This design comes from an exercise in tuning for small area, a short achievable clock period and few clock cycles per item on the open sky130 flow, not from production work.
Only simulation tests tie the RTL to the original design; equivalence was not proved.

File: design.v
`timescale 1ns / 1ps
module RTL_crypto_hashblocks_sha256(
												input wire 			CLK,
                                    input	wire			RST,
                                    input	wire			start_in,
                                    input	wire	[511:0]	message_in,
                                    input	wire	[255:0]	digest_in,
                                    output	reg		[255:0]	digest_out,
                                    output	reg            	valid_out
);
    reg  [6:0] 		round_reg;
    reg				round_add;
    reg [511:0] 	message_reg;	
    wire [31:0] 	W0_wr, W1_wr, W2_wr, W3_wr, W4_wr, W5_wr, W6_wr, W7_wr, W8_wr, W9_wr, W10_wr, W11_wr, W12_wr, W13_wr, W14_wr, W15_wr, W16_wr;
    wire [31:0] 	a_wr, b_wr, c_wr, d_wr, e_wr, f_wr, g_wr, h_wr, a_new_wr, e_new_wr;
    reg [255:0] 	digest_reg;	
    reg [255:0] 	digest_init_reg;
    wire [31:0] 	sigma0_wr;
	wire [31:0] 	sigma1_wr;
	wire [31:0] 	SIGMA0_wr;
	wire [31:0] 	SIGMA1_wr;
	wire [31:0]  	Ch_wr;
	wire [31:0]  	Maj_wr;
    reg	 [31:0]		K_reg;
    always @ (posedge CLK)
    begin 
        if(RST == 1'b0) begin
            round_reg 			<= 7'b0;
            round_add			<= 1'b0;
        end
        else begin
            if(start_in) begin
                round_add			<= 1'b1;
                round_reg 			<= round_reg + 1'b1;
            end
            else if (round_reg == 7'd65) begin
                round_reg  		<= 7'b0;
                round_add		<= 1'b0;
            end
            else begin
                round_add			<= round_add;
                round_reg 			<= round_reg + round_add;
            end
        end
	end
	assign W0_wr  = (start_in) ? message_in[511:480] : message_reg[511:480];
	assign W1_wr  = (start_in) ? message_in[479:448] : message_reg[479:448];
	assign W2_wr  = (start_in) ? message_in[447:416] : message_reg[447:416];
	assign W3_wr  = (start_in) ? message_in[415:384] : message_reg[415:384];
	assign W4_wr  = (start_in) ? message_in[383:352] : message_reg[383:352];
	assign W5_wr  = (start_in) ? message_in[351:320] : message_reg[351:320];
	assign W6_wr  = (start_in) ? message_in[319:288] : message_reg[319:288];
	assign W7_wr  = (start_in) ? message_in[287:256] : message_reg[287:256];
	assign W8_wr  = (start_in) ? message_in[255:224] : message_reg[255:224];
	assign W9_wr  = (start_in) ? message_in[223:192] : message_reg[223:192];
	assign W10_wr = (start_in) ? message_in[191:160] : message_reg[191:160];
	assign W11_wr = (start_in) ? message_in[159:128] : message_reg[159:128];
	assign W12_wr = (start_in) ? message_in[127:96 ] : message_reg[127:96 ];
	assign W13_wr = (start_in) ? message_in[95:64  ] : message_reg[95:64  ];
	assign W14_wr = (start_in) ? message_in[63:32  ] : message_reg[63:32  ];
	assign W15_wr = (start_in) ? message_in[31:0   ] : message_reg[31:0   ];
    assign sigma0_wr = {W1_wr[6:0],W1_wr[31:7],W1_wr[6:0],W1_wr[31:7]}^{W1_wr[17:0],W1_wr[31:18],W1_wr[17:0],W1_wr[31:18]}^{3'b000,W1_wr[31:3],3'b000,W1_wr[31:3]};
	assign sigma1_wr = {W14_wr[16:0],W14_wr[31:17],W14_wr[16:0],W14_wr[31:17]}^{W14_wr[18:0],W14_wr[31:19],W14_wr[18:0],W14_wr[31:19]}^{10'b0000000000,W14_wr[31:10],10'b0000000000,W14_wr[31:10]};
	assign W16_wr = sigma0_wr + sigma1_wr + W0_wr + W9_wr; 
   always @(posedge CLK or negedge RST) 
	begin
		if(RST == 1'b0) begin
			message_reg 	<= 512'b0;
		end
		else begin
			message_reg <= {W1_wr, W2_wr, W3_wr, W4_wr, W5_wr, W6_wr, W7_wr, W8_wr, W9_wr, W10_wr, W11_wr, W12_wr, W13_wr, W14_wr, W15_wr, W16_wr};
		end
	end
    assign a_wr = (start_in) ? digest_in[255:224] : digest_reg[255:224];
	assign b_wr = (start_in) ? digest_in[223:192] : digest_reg[223:192];
	assign c_wr = (start_in) ? digest_in[191:160] : digest_reg[191:160];
	assign d_wr = (start_in) ? digest_in[159:128] : digest_reg[159:128];
	assign e_wr = (start_in) ? digest_in[127:96 ] : digest_reg[127:96 ];
	assign f_wr = (start_in) ? digest_in[95:64  ] : digest_reg[95:64  ];
	assign g_wr = (start_in) ? digest_in[63:32  ] : digest_reg[63:32  ];
	assign h_wr = (start_in) ? digest_in[31:0   ] : digest_reg[31:0   ];
    assign SIGMA1_wr 	= {e_wr[5:0],e_wr[31:6]} ^ {e_wr[10:0], e_wr[31:11]} ^ {e_wr[24:0], e_wr[31:25]};
	assign SIGMA0_wr 	= {a_wr[1:0], a_wr[31:2]} ^ {a_wr[12:0], a_wr[31:13]} ^ {a_wr[21:0], a_wr[31:22]};
	assign Ch_wr   	 	= (e_wr & f_wr) ^ ((~e_wr) & g_wr);
	assign Maj_wr	 	= (a_wr & b_wr) ^ (a_wr & c_wr) ^ (b_wr & c_wr);
	assign a_new_wr 		= SIGMA0_wr + Maj_wr + K_reg + W0_wr + h_wr + SIGMA1_wr + Ch_wr;
	assign e_new_wr 		= K_reg + W0_wr + h_wr + SIGMA1_wr + Ch_wr + d_wr;
    always @(posedge CLK or negedge RST)	
	begin
		if(RST == 1'b0) begin
			digest_reg			<= 256'h0;
			digest_init_reg	    <= 256'h0;
			digest_out			<= 256'h0;
			valid_out			<= 1'b0;
		end
		else begin
			digest_reg		<= {a_new_wr,a_wr,b_wr,c_wr,e_new_wr,e_wr,f_wr,g_wr};
			if(start_in) begin								
				digest_init_reg	    <= digest_in;
				digest_out			<= 256'h0;
				valid_out			<= 1'b0;
			end
			else if(round_reg == 7'd64) begin
				digest_out[255:224] <= digest_init_reg[255:224] + digest_reg[255:224];
				digest_out[223:192] <= digest_init_reg[223:192] + digest_reg[223:192];
				digest_out[191:160] <= digest_init_reg[191:160] + digest_reg[191:160];
				digest_out[159:128] <= digest_init_reg[159:128] + digest_reg[159:128];
				digest_out[127:96] 	<= digest_init_reg[127:96]  + digest_reg[127:96];
				digest_out[95:64] 	<= digest_init_reg[95:64]   + digest_reg[95:64];  
				digest_out[63:32]	<= digest_init_reg[63:32]   + digest_reg[63:32];  
				digest_out[31:0] 	<= digest_init_reg[31:0]    + digest_reg[31:0];   
				valid_out			<= 1'b1;
			end
			else begin				
				digest_init_reg	    <= digest_init_reg;				
				digest_out			<= digest_out;
				valid_out			<= 1'b0;
			end
		end
	end
    always @*
    begin
        case(round_reg)
            7'd00: K_reg <= 32'h428a2f98;
            7'd01: K_reg <= 32'h71374491;
            7'd02: K_reg <= 32'hb5c0fbcf;
            7'd03: K_reg <= 32'he9b5dba5;
            7'd04: K_reg <= 32'h3956c25b;
            7'd05: K_reg <= 32'h59f111f1;
            7'd06: K_reg <= 32'h923f82a4;
            7'd07: K_reg <= 32'hab1c5ed5;
            7'd08: K_reg <= 32'hd807aa98;
            7'd09: K_reg <= 32'h12835b01;
            7'd10: K_reg <= 32'h243185be;
            7'd11: K_reg <= 32'h550c7dc3;
            7'd12: K_reg <= 32'h72be5d74;
            7'd13: K_reg <= 32'h80deb1fe;
            7'd14: K_reg <= 32'h9bdc06a7;
            7'd15: K_reg <= 32'hc19bf174;
            7'd16: K_reg <= 32'he49b69c1;
            7'd17: K_reg <= 32'hefbe4786;
            7'd18: K_reg <= 32'h0fc19dc6;
            7'd19: K_reg <= 32'h240ca1cc;
            7'd20: K_reg <= 32'h2de92c6f;
            7'd21: K_reg <= 32'h4a7484aa;
            7'd22: K_reg <= 32'h5cb0a9dc;
            7'd23: K_reg <= 32'h76f988da;
            7'd24: K_reg <= 32'h983e5152;
            7'd25: K_reg <= 32'ha831c66d;
            7'd26: K_reg <= 32'hb00327c8;
            7'd27: K_reg <= 32'hbf597fc7;
            7'd28: K_reg <= 32'hc6e00bf3;
            7'd29: K_reg <= 32'hd5a79147;
            7'd30: K_reg <= 32'h06ca6351;
            7'd31: K_reg <= 32'h14292967;
            7'd32: K_reg <= 32'h27b70a85;
            7'd33: K_reg <= 32'h2e1b2138;
            7'd34: K_reg <= 32'h4d2c6dfc;
            7'd35: K_reg <= 32'h53380d13;
            7'd36: K_reg <= 32'h650a7354;
            7'd37: K_reg <= 32'h766a0abb;
            7'd38: K_reg <= 32'h81c2c92e;
            7'd39: K_reg <= 32'h92722c85;
            7'd40: K_reg <= 32'ha2bfe8a1;
            7'd41: K_reg <= 32'ha81a664b;
            7'd42: K_reg <= 32'hc24b8b70;
            7'd43: K_reg <= 32'hc76c51a3;
            7'd44: K_reg <= 32'hd192e819;
            7'd45: K_reg <= 32'hd6990624;
            7'd46: K_reg <= 32'hf40e3585;
            7'd47: K_reg <= 32'h106aa070;
            7'd48: K_reg <= 32'h19a4c116;
            7'd49: K_reg <= 32'h1e376c08;
            7'd50: K_reg <= 32'h2748774c;
            7'd51: K_reg <= 32'h34b0bcb5;
            7'd52: K_reg <= 32'h391c0cb3;
            7'd53: K_reg <= 32'h4ed8aa4a;
            7'd54: K_reg <= 32'h5b9cca4f;
            7'd55: K_reg <= 32'h682e6ff3;
            7'd56: K_reg <= 32'h748f82ee;
            7'd57: K_reg <= 32'h78a5636f;
            7'd58: K_reg <= 32'h84c87814;
            7'd59: K_reg <= 32'h8cc70208;
            7'd60: K_reg <= 32'h90befffa;
            7'd61: K_reg <= 32'ha4506ceb;
            7'd62: K_reg <= 32'hbef9a3f7;
            7'd63: K_reg <= 32'hc67178f2;
            default: K_reg <= 32'b0;
        endcase
    end
endmodule
`timescale 1ns/1ps
module sphincs_compute_H_msg (
  input  wire         CLK,
  input  wire         RST,         
  input  wire         start,       
  input  wire [127:0] R_in,
  input  wire [127:0] PKseed,
  input  wire [127:0] PKroot,
  input  wire [263:0] msg,         
  output reg  [271:0] H_msg,       
  output reg          valid
);
  localparam [255:0] SHA256_IV = {
    32'h6a09e667, 32'hbb67ae85, 32'h3c6ef372, 32'ha54ff53a,
    32'h510e527f, 32'h9b05688c, 32'h1f83d9ab, 32'h5be0cd19
  };
  wire [127:0] msg_hi16 = msg[263:136];
  wire [135:0] msg_lo17 = msg[135:0];
  wire [511:0] H_blk0 = {R_in, PKseed, PKroot, msg_hi16};
  wire [511:0] H_blk1 = { msg_lo17, 8'h80, 304'h0, 64'h0000_0000_0000_0288 };
  wire [511:0] MGF1_blk0 = { 256'b0, 256'h0 };  
  wire [511:0] MGF1_blk1 = { 256'b0, 256'h0 };
  reg          core_start;
  reg  [511:0] core_msg;
  reg  [255:0] core_digest_in;
  wire [255:0] core_digest_out;
  wire         core_valid_out;
  RTL_crypto_hashblocks_sha256 core (
    .CLK(CLK), .RST(RST), .start_in(core_start),
    .message_in(core_msg), .digest_in(core_digest_in),
    .digest_out(core_digest_out), .valid_out(core_valid_out)
  );
  localparam S_IDLE  = 4'd0;
  localparam S_H0_P  = 4'd1;
  localparam S_H0_W  = 4'd2;
  localparam S_H1_P  = 4'd3;
  localparam S_H1_W  = 4'd4;
  localparam S_M0_P  = 4'd5;
  localparam S_M0_W  = 4'd6;
  localparam S_M1_P  = 4'd7;
  localparam S_M1_W  = 4'd8;
  localparam S_DONE  = 4'd9;
  reg [3:0]  state, state_n;
  reg [255:0] h_digest;
  reg [255:0] T0, T1;
  wire [511:0] mgf_blk0 = { h_digest, 32'h00000000, 8'h80, 152'h0, 64'h0000_0000_0000_0120 };
  wire [511:0] mgf_blk1 = { h_digest, 32'h00000001, 8'h80, 152'h0, 64'h0000_0000_0000_0120 };
  always @(posedge CLK or negedge RST) begin
    if (RST == 1'b0) begin
      state     <= S_IDLE;
      h_digest  <= 256'b0;
      T0        <= 256'b0;
      T1        <= 256'b0;
      H_msg     <= 272'b0;
      valid     <= 1'b0;
    end else begin
      state <= state_n;
      if (state == S_H1_W && core_valid_out) begin
        h_digest <= core_digest_out;
      end
      if (state == S_M0_W && core_valid_out) begin
        T0 <= core_digest_out;
      end
      if (state == S_M1_W && core_valid_out) begin
        T1    <= core_digest_out;
        H_msg <= { T0, core_digest_out[255:240] };
        valid <= 1'b1;
      end else begin
        valid <= 1'b0;
      end
    end
  end
  always @* begin
    state_n        = state;
    core_start     = 1'b0;
    core_msg       = 512'b0;
    core_digest_in = 256'b0;
    case (state)
      S_IDLE: begin
        if (start) begin
          core_start     = 1'b1;
          core_msg       = H_blk0;
          core_digest_in = SHA256_IV;
          state_n        = S_H0_W;
        end
      end
      S_H0_W: begin
        if (core_valid_out) begin
          state_n = S_H1_P;
        end
      end
      S_H1_P: begin
        core_start     = 1'b1;
        core_msg       = H_blk1;
        core_digest_in = core_digest_out;  
        state_n        = S_H1_W;
      end
      S_H1_W: begin
        if (core_valid_out) begin
          state_n = S_M0_P;
        end
      end
      S_M0_P: begin
        core_start     = 1'b1;
        core_msg       = mgf_blk0;
        core_digest_in = SHA256_IV;
        state_n        = S_M0_W;
      end
      S_M0_W: begin
        if (core_valid_out) begin
          state_n = S_M1_P;
        end
      end
      S_M1_P: begin
        core_start     = 1'b1;
        core_msg       = mgf_blk1;
        core_digest_in = SHA256_IV;
        state_n        = S_M1_W;
      end
      S_M1_W: begin
        if (core_valid_out) begin
          state_n = S_DONE;
        end
      end
      S_DONE: begin
        if (start) begin
          core_start     = 1'b1;
          core_msg       = H_blk0;
          core_digest_in = SHA256_IV;
          state_n        = S_H0_W;
        end
      end
      default: state_n = S_IDLE;
    endcase
  end
endmodule
File: run.sh
#!/bin/bash
# synth_recipe.tcl (not shown) runs the flow's synth.tcl, then flattens the netlist and writes it again
# the make line also repeats each setting of config.mk as NAME=value (left out here)
make -C /OpenROAD-flow-scripts/flow DESIGN_CONFIG=/design/flow/config.mk WORK_HOME=/design/flow/orfs CLKGATE_MAP_FILE= SYNTH_SCRIPT=/design/flow/synth_recipe.tcl finish
File: config.mk
export PLATFORM = sky130hd
export DESIGN_NAME = sphincs_compute_H_msg
export DESIGN_NICKNAME = sphincs_compute_H_msg
export VERILOG_FILES = /design/flow/design.v
export SDC_FILE = /design/flow/constraint.sdc
export NUM_CORES = 4
export LEC_CHECK = 0
export CAP_MARGIN = 20
export CORE_MARGIN = 2
export CORE_UTILIZATION = 40
export SLEW_MARGIN = 20
File: constraint.sdc
create_clock -name core_clock -period 10.0 [get_ports {CLK}]
set_input_delay 2.0000 -clock core_clock [delete_from_list [all_inputs] [get_ports {CLK}]]
set_output_delay 2.0000 -clock core_clock [all_outputs]
set_load 0.01 [all_outputs]
==> results.txt <==
cell type report:
type,count,area share
Tap cell,3570,0.03415
Timing Repair Buffer,1200,0.08933
Inverter,618,0.01775
Clock inverter,100,0.01112
Multi-Input combinational cell,6476,0.3933
Sequential cell,2110,0.4021
Clock buffer,332,0.05148
Antenna cell,36,0.0006887
stage by stage:
step                      setup slack [ns]  std cells
after floorplan                      1.413       9750
after global placement              0.2578      13970
after detailed placement            0.2004      13970
after CTS                            1.133      14410
after global routing                0.8445      14430
final                                1.054      14440
worst max path at each step:
stage          slack, ns  cells after the start   from              endpoint
6_report            1.05                     23  start  core.digest_reg[255]
5_1_grt             0.84                     26  start  core.digest_reg[255]
4_1_cts             1.13                     23  start  core.digest_reg[255]
3_5_place_dp        0.20                     23  start  core.digest_reg[255]
3_3_place_gp        0.26                     23  start  core.digest_reg[255]
2_1_floorplan       1.41                     26  start  core.digest_reg[255]
per-layer routing:
layer / GRT usage / up-vias / wire length, um
met5: 0 / - / 128
met4: 0.1348 / 20 / 21640
met3: 0.08782 / 728 / 46420
met2: 0.4953 / 4334 / 204100
met1: 0.4823 / 44350 / 205200
li1: - / 36340 / -
worst max-delay path, cell delays in order:
cell	delay, ns
clkdlybuf4s50_1	0.48
nor3b_2	0.21
a22oi_2	0.80
a22oi_1	0.41
xnor2_1	0.36
xor2_1	0.38
fa_1	0.51
fa_1	0.53
fa_1	0.50
inv_1	0.05
ha_1	0.29
ha_1	0.22
fa_1	0.47
a211oi_2	0.33
o21ai_1	0.19
a41oi_2	0.29
nor4b_1	0.10
o21a_1	0.24
a221o_1	0.36
a41o_1	0.28
or4_4	0.43
a31oi_4	0.17
xor2_1	0.15
cell usage in the layout (no fill, tap or decap), types with 37 or more instances in the layout:
cell type,instances
o21a_1,54
clkinv_2,37
buf_4,247
o21ai_1,53
fa_1,345
a22oi_1,52
a31oi_1,52
and3_1,38
clkbuf_8,51
clkbuf_16,234
a21o_1,216
clkdlybuf4s50_1,922
dfrtp_1,2070
a22o_1,447
mux2_2,801
nor2_1,401
xnor2_1,422
a222oi_1,255
nand3_1,103
nand2b_1,72
o21bai_1,40
nand2_1,1014
clkbuf_1,47
xor2_1,119
nor3_1,76
a21oi_1,722
a211oi_1,76
ha_1,364
nor2b_1,39
o21ai_0,272
dfxtp_1,39
inv_1,611
kinds of logic after synthesis:
logic type	count (synthesis)	share of synthesized area
multiplexers	821	0.08494
AND/OR/NAND/NOR	1893	0.07526
AO/OA/AOI/OAI	2488	0.1614
buffers and inverters	1164	0.04221
adder cells (fa/ha/maj)	732	0.1077
XOR/XNOR	542	0.04386
flip-flops	2110	0.4846
==> summary.txt <==
instance count of the mapped netlist: 9750
Storage cell area: 52600 um2
Async S/R FF share, synth: 0.9810
kind of critical path: in -> reg
Area Overhead vs Synth: 20.51%
antenna-violating nets left: 0
insertion delay to the later sink of the worst-skew pair: 0.96 ns
number of H-tree levels: 4
clock-pin slew of the registers on the worst-case setup and hold paths: 0.07 ns
first-pass GRT wire length: 668900 um
number of hold violations in the final report: 0
Filler Cells Inserted: 24380
number of buffers inserted by hold repair at cts: 0
Arrival @ worst endpoint: 9.78 ns
top cells by count, synth: dfrtp_1, nand2_1, mux2_2
GPL Wtd Cong: 1.020
IO Count: 924
smallest hold slack: 0.4161 ns
most used flip-flop cell after synthesis: dfrtp_1
skew final: 0.1088 ns
antenna violations before repair: 73
floorplan die area: 275500 um2
Starting Density: 0.4016
multi-input combinational cell area: 51450 um2
total count of max-transition violations in the final report: 0
CTS Root Buffer Type: clkbuf_16
post-detailed-route via-to-cell ratio: 5.939
overflow left after global routing: 0
class of the worst hold path: reg -> reg
horizontal die dimension: 524.9 um
endpoint required time on the critical path: 10.83 ns
end point of the worst hold path: core.message_reg[43]
Cells on Worst Hold Path: 1
Synth warnings: 2
clock tree from TritonCTS: done
Net Count, Synth: 11110
via total after detailed routing: 85770
1st-iter DRT viols: 11290
total half-perimeter wirelength after legalization and detailed placement: 371700 um
EDFF count, synth: 0
Clock Tree Buf Depth: 4
total clock buffers created by CTS: 232
crit path launch type: input pin
largest cells by area after synthesis: dfrtp_1, mux2_2, fa_1, ha_1, a22o_1
outcome: timing/DRC/antenna clean
ratio of cells with drive above 1 in the final layout: 0.1407
crit path max fanout: 8
cell area after layout: 130800 um2
All-Layer GR Usage: 0.3403
standard-cell row count: 191
largest net degree at the start of global routing: 167
cell depth of the worst flop-to-flop path: 24
post-route minimum period: 8.946 ns
mean routed wirelength per cell: 33.06 um
Die H: 524.9 um
hold wc startpoint: core.message_reg[11]
critical register-to-register path startpoint: state[0]
# DRC: 0
Max-Cap Viols: 0
Port Buf Inserts: 923
WL final: 477500 um
vias in the first global route: 84330
RSZ-0062 raised after global routing: false
post-route fraction of the period consumed by the critical path: 0.8946
sequential fraction of the synthesis area: 0.4846
Achievable Freq: 111.8 MHz
transition time at the pin with the least slew margin: 1.298 ns
number of detailed-route iterations in the first pass: 10
number of sinks driven by the clock tree: 2110
fraction of synthesized cell area taken by the top area cell type: 0.4772
most area-hungry cell type in the Yosys netlist: dfrtp_1
post_cts resized: 0
number of storage elements in the synthesis netlist: 2110
area of the core region: 270300 um2
cell area after technology mapping: 108500 um2
# nets final: 12000
most frequent cell after synthesis: dfrtp_1
average cell area after synthesis: 11.13 um2
accumulated negative setup slack: 0 ns
kind of capture point of the worst setup path: register
capture point of the worst reg-to-reg path: core.digest_reg[255]
setup-violating endpoint count in the final report: 0
buffers inserted by post-CTS timing repair: 0
max FFs per register: 512
placed standard-cell area: 122500 um2
distinct cell type count of the synthesized netlist: 101
fin util: 0.4840
max_slew headroom: 0.1345
Testbench counts, summed over its fixed seeds: cycles 33,792, hashes 128.

## static timing again, ports no longer ideal
How much do the figures lean on ideal ports? The routed layout below was timed once more, with nothing changed but the port constraints.
Step 1, drivers: a clkbuf_16 drives CLK and a buf_2 each remaining input, both assumed.
Step 2 adds t to the input delays and takes it off the output delays; t is the mean of the earliest and latest rising clock arrival at the registers after step 1. Input paths then give back, and output paths get back, about the clock's delay inside the block.
a / b / c = ideal ports / drivers / drivers and shift; a / b = the first two.
t, ns: 1.030
slack for setup (ns): 1.054 / 1.086 / 0.056
slew at the worst register clock pin (ns): 0.07 / 0.07
After both steps setup and hold are still met in this run. For this run, drivers alone change the setup slack by +0.032 ns; drivers and shift together by -0.998 ns.
